This design comes from an exercise in tuning for small area, a short achievable clock period and few clock cycles per item on the open sky130 flow, not from production work.
In this exercise RTL edits were held to simulation tests only and were not proved equivalent to the original.

== run A ==
==> flow/design.v <==
module fpadd (
    clk, reset, start,
    a, b,
    sum,
    done
);
    input clk, reset, start;
    input [31:0] a, b;
    output [31:0] sum;
    output done;
    reg        done;
    wire [24:0] R_d;
    wire [7:0]  eL_d;
    wire        sL_d;
    reg  [24:0] R_q;
    reg  [7:0]  eL_q;
    reg         sL_q;
    fpadd_front u_front (.a(a), .b(b), .R(R_d), .eL(eL_d), .sL(sL_d));
    fpadd_back  u_back  (.R(R_q), .eL(eL_q), .sL(sL_q), .y(sum));
    always @(posedge clk) begin
        if (reset)
            done <= 1'b0;
        else if (start)
            done <= 1'b1;
        if (start) begin
            R_q    <= R_d;
            eL_q   <= eL_d;
            sL_q   <= sL_d;
        end
    end
endmodule
module pfx_add #(parameter W = 24) (
    input  [W-1:0] x,
    input  [W-1:0] y,
    input          cin,
    output [W-1:0] s,
    output         cout
);
    localparam L = (W >= 32) ? 6 : (W >= 16) ? 5 : (W >= 8) ? 4 : (W >= 4) ? 3 : (W >= 2) ? 2 : 1;
    wire [W:0] g [0:L];
    wire [W:0] p [0:L];
    assign g[0] = {x & y, cin};
    assign p[0] = {x ^ y, 1'b0};
    genvar l, i;
    generate
        for (l = 0; l < L; l = l + 1) begin : lev
            for (i = 0; i <= W; i = i + 1) begin : bt
                if ((i >> l) & 1) begin : comb
                    localparam integer J = ((i >> l) << l) - 1;
                    assign g[l+1][i] = g[l][i] | (p[l][i] & g[l][J]);
                    assign p[l+1][i] = p[l][i] & p[l][J];
                end else begin : pass
                    assign g[l+1][i] = g[l][i];
                    assign p[l+1][i] = p[l][i];
                end
            end
        end
    endgenerate
    assign s    = p[0][W:1] ^ g[L][W-1:0];
    assign cout = g[L][W];
endmodule
module lzc32 (
    input  [31:0] x,
    output [4:0]  cnt,
    output        nz
);
    wire [15:0] v1;
    wire [15:0] c1;
    genvar i;
    generate
        for (i = 0; i < 16; i = i + 1) begin : l1
            assign v1[i] = x[2*i+1] | x[2*i];
            assign c1[i] = ~x[2*i+1];
        end
    endgenerate
    wire [7:0]  v2;
    wire [15:0] c2;
    generate
        for (i = 0; i < 8; i = i + 1) begin : l2
            assign v2[i] = v1[2*i+1] | v1[2*i];
            assign c2[2*i+1:2*i] = v1[2*i+1] ? {1'b0, c1[2*i+1]} : {1'b1, c1[2*i]};
        end
    endgenerate
    wire [3:0]  v3;
    wire [11:0] c3;
    generate
        for (i = 0; i < 4; i = i + 1) begin : l3
            assign v3[i] = v2[2*i+1] | v2[2*i];
            assign c3[3*i+2:3*i] = v2[2*i+1] ? {1'b0, c2[4*i+3:4*i+2]} : {1'b1, c2[4*i+1:4*i]};
        end
    endgenerate
    wire [1:0]  v4;
    wire [7:0]  c4;
    generate
        for (i = 0; i < 2; i = i + 1) begin : l4
            assign v4[i] = v3[2*i+1] | v3[2*i];
            assign c4[4*i+3:4*i] = v3[2*i+1] ? {1'b0, c3[6*i+5:6*i+3]} : {1'b1, c3[6*i+2:6*i]};
        end
    endgenerate
    assign nz  = v4[1] | v4[0];
    assign cnt = v4[1] ? {1'b0, c4[7:4]} : {1'b1, c4[3:0]};
endmodule
module fpadd_front (
    input  [31:0] a,
    input  [31:0] b,
    output [24:0] R,
    output [7:0]  eL,
    output        sL
);
    wire [7:0]  ea = a[30:23];
    wire [7:0]  eb = b[30:23];
    wire        sa = a[31];
    wire        sb = b[31];
    wire        a_inf  = &ea;
    wire        b_inf  = &eb;
    wire        a_zero = ~|a[30:0];
    wire        b_zero = ~|b[30:0];
    wire        pick_a = a_inf | (~b_inf & b_zero);
    wire        pick_b = ~a_inf & (b_inf | (~b_zero & a_zero));
    wire        pick   = pick_a | pick_b;
    wire [7:0]  dab, dba;
    wire        a_ge, b_ge;
    pfx_add #(8) u_dab (.x(ea), .y(~eb), .cin(1'b1), .s(dab), .cout(a_ge));
    pfx_add #(8) u_dba (.x(eb), .y(~ea), .cin(1'b1), .s(dba), .cout(b_ge));
    wire [30:0] c_unused;
    wire        mag_ge;
    pfx_add #(31) u_cmp (.x(a[30:0]), .y(~b[30:0]), .cin(1'b1), .s(c_unused), .cout(mag_ge));
    wire        swap = pick ? pick_b : ~mag_ge;    
    wire [7:0]  d    = mag_ge ? dab : dba;
    wire        sub  = (sa ^ sb) & ~pick;
    wire [23:0] Ml = swap ? {1'b1, b[22:0]} : {1'b1, a[22:0]};
    wire [23:0] Ms = swap ? {1'b1, a[22:0]} : {1'b1, b[22:0]};
    assign      sL = swap ? sb : sa;
    wire        sS = swap ? sa : sb;
    assign      eL = swap ? eb : ea;
    wire        big = |d[7:5];                     
    wire        kill = big | pick;
    wire [23:0] r4  = d[4] ? {16'd0, Ms[23:16]} : Ms;
    wire        k4  = d[4] & (|Ms[15:0]);
    wire [23:0] r3  = d[3] ? {8'd0, r4[23:8]} : r4;
    wire        k3  = d[3] & (|r4[7:0]);
    wire [23:0] r2  = d[2] ? {4'd0, r3[23:4]} : r3;
    wire        k2  = d[2] & (|r3[3:0]);
    wire [23:0] r1  = d[1] ? {2'd0, r2[23:2]} : r2;
    wire        k1  = d[1] & (|r2[1:0]);
    wire [23:0] Fs  = d[0] ? {1'd0, r1[23:1]} : r1;
    wire        k0  = d[0] & r1[0];
    wire        st_f = big | k4 | k3 | k2 | k1 | k0;
    wire [23:0] F   = kill ? 24'd0 : Fs;
    wire        c   = sS & ~pick & st_f;
    wire [24:0] Fx  = sub ? ~{1'b0, F} : {1'b0, F};
    wire        R_co;
    pfx_add #(25) u_add (.x({1'b0, Ml}), .y(Fx), .cin(sub ^ c), .s(R), .cout(R_co));
endmodule
module fpadd_back (
    input  [24:0] R,
    input  [7:0]  eL,
    input         sL,
    output [31:0] y
);
    wire [4:0]  lz;
    wire        nz;
    lzc32 u_lzc (.x({R, 7'd0}), .cnt(lz), .nz(nz));
    wire [24:0] s1  = lz[4] ? {R[8:0], 16'd0} : R;
    wire [24:0] s2  = lz[3] ? {s1[16:0], 8'd0} : s1;
    wire [24:0] s3  = lz[2] ? {s2[20:0], 4'd0} : s2;
    wire [24:0] s4  = lz[1] ? {s3[22:0], 2'd0} : s3;
    wire [22:0] m   = lz[0] ? s4[22:0] : s4[23:1];
    wire [7:0]  e   = eL + 8'd1 - {3'd0, lz};
    assign y = nz ? {sL, e, m} : 32'd0;
endmodule
clock: 8.0 ns
lec_check: 0
abc_area: 1
cap_margin: 10
core_margin: 2
core_utilization: 60
place_density: 0.75
setup_slack_margin: 2.5
slew_margin: 10
standard.sh (not shown) runs the stock make flow with config.mk's settings and CLKGATE_MAP_FILE= SYNTH_SCRIPT=/design/flow/synth_recipe.tcl, a recipe that flattens the netlist after the stock synthesis.
==> flow/flow/run.sh <==
#!/bin/bash
# The standard layout, with two changes:
# - Yosys's full/half-adder extraction is turned off (ADDER_MAP_FILE empty) so
#   that ABC maps the adders and comparators as plain gates. Synthesis is
#   otherwise the standard one, so the registers keep the standard
#   synthesis's names and cell types.
# - every input and output port still gets a buffer, but a plain buf_1 rather
#   than the default pick (a slow delay buffer).
set -euo pipefail
bash standard.sh ADDER_MAP_FILE= "BUFFER_PORTS_ARGS=-buffer_cell sky130_fd_sc_hd__buf_1" finish > make_finish.log 2>&1
Run A: done, clean on timing, DRC and antenna
Testbench counts of run A, summed over its fixed seeds: cycles 2,408, items 2,400.
> inputs changed (run A -> run B)
# run A
export LEC_CHECK = 0
export ABC_AREA = 1
export CAP_MARGIN = 10
export CORE_MARGIN = 2
export CORE_UTILIZATION = 60
export PLACE_DENSITY = 0.75
export SETUP_SLACK_MARGIN = 2.5
export SLEW_MARGIN = 10
create_clock -name core_clock -period 8.0 [get_ports {clk}]
# run B
export LEC_CHECK = 0
export ABC_AREA = 1
export CAP_MARGIN = 20
export CORE_MARGIN = 2
export CORE_UTILIZATION = 60
export PLACE_DENSITY = 0.75
export SETUP_SLACK_MARGIN = 2.5
export SLEW_MARGIN = 20
create_clock -name core_clock -period 8.0 [get_ports {clk}]
diff --git a/flow/flow/run.sh b/flow/flow/run.sh
--- a/flow/flow/run.sh
+++ b/flow/flow/run.sh
@@ -7 +7 @@
-# - every input and output port still gets a buffer, but a plain buf_1 rather
+# - every input and output port still gets a buffer, but a plain buf_2 rather
@@ -10 +10 @@
-bash standard.sh ADDER_MAP_FILE= "BUFFER_PORTS_ARGS=-buffer_cell sky130_fd_sc_hd__buf_1" finish > make_finish.log 2>&1
+bash standard.sh ADDER_MAP_FILE= "BUFFER_PORTS_ARGS=-buffer_cell sky130_fd_sc_hd__buf_2" finish > make_finish.log 2>&1
### Flow results
Each of the runs, namely run A and run B, reached the end of the flow and came out clean. Run B vs run A — final routed wirelength across all metal layers rose about 3.3%. Run B: via count higher than run A. In the final reports, the cell area of run B is larger than that of run A.
Inputs modified between run B and run C:
# run B
export LEC_CHECK = 0
export ABC_AREA = 1
export CAP_MARGIN = 20
export CORE_MARGIN = 2
export CORE_UTILIZATION = 60
export PLACE_DENSITY = 0.75
export SETUP_SLACK_MARGIN = 2.5
export SLEW_MARGIN = 20
create_clock -name core_clock -period 8.0 [get_ports {clk}]
# run C
export LEC_CHECK = 0
export ABC_AREA = 1
export CAP_MARGIN = 20
export CORE_MARGIN = 2
export CORE_UTILIZATION = 65
export PLACE_DENSITY = 0.8
export SETUP_SLACK_MARGIN = 2.0
export SLEW_MARGIN = 20
create_clock -name core_clock -period 8.0 [get_ports {clk}]
==> comparison <==
The cell area reported after detailed placement number comes out higher for run B vs run C. The total setup buffers inserted after CTS in run C was lower than what run B gave. In run C, fraction of met2 tracks used by global routing is higher than in run B. Side by side, met1 routing resource usage after global routing turned out higher in run C than in run B.
--- input diff run C..run D ---
# run C
export LEC_CHECK = 0
export ABC_AREA = 1
export CAP_MARGIN = 20
export CORE_MARGIN = 2
export CORE_UTILIZATION = 65
export PLACE_DENSITY = 0.8
export SETUP_SLACK_MARGIN = 2.0
export SLEW_MARGIN = 20
create_clock -name core_clock -period 8.0 [get_ports {clk}]
# run D
export LEC_CHECK = 0
export ABC_AREA = 1
export CAP_MARGIN = 20
export CORE_MARGIN = 2
export CORE_UTILIZATION = 60
export PLACE_DENSITY = 0.75
export SETUP_SLACK_MARGIN = 3.0
export SLEW_MARGIN = 20
create_clock -name core_clock -period 8.0 [get_ports {clk}]
Notes after the runs:
Run status, run D: aborted in 5_1_grt, error GRT-0232. On HPWL after detailed placement, run C and run D are basically level. Post-CTS setup repair buffer count, run C and run D, lower one = run C. From run C to run D the numbers moved as follows: width of the chip has increased; post-placement cell area grew by 0.35%; synthesized-area fraction occupied by xor and xnor cells level; pre-CTS setup slack up 0.23 ns; post-cts resize count went up 154. Number of cell rows in run D is 5.1% above run C.

what the ideal ports hide:
How much do the figures lean on ideal ports? The routed layouts below were timed once more, with nothing changed but the port constraints.
Step 1 sets driving cells, clkbuf_16 on the clock port and buf_2 on the other inputs (assumed; they add their load-dependent delay and slew).
Step 2 also shifts input and output timing later by t, the mid clock arrival at the registers, as if the neighbouring blocks saw the same clock.
Three values: no drivers, after step 1, after step 2; two values: the first two.
run | shift t [ns] | setup slack, ns | hold WS [ns] | pins driven straight from the clock port
run A | 0.309 | 2.718 / 2.723 / 2.415 | 0.539 / 0.539 / 0.539 | 1
run B | 0.314 | 2.678 / 2.683 / 2.369 | 0.496 / 0.496 / 0.496 | 1
run C | 0.317 | 2.357 / 2.372 / 2.056 | 0.482 / 0.482 / 0.482 | 1
After both steps setup and hold are still met in every run listed. The setup slack of run B, which loses most, moves by +0.005 ns with the drivers and by -0.309 ns with both steps.
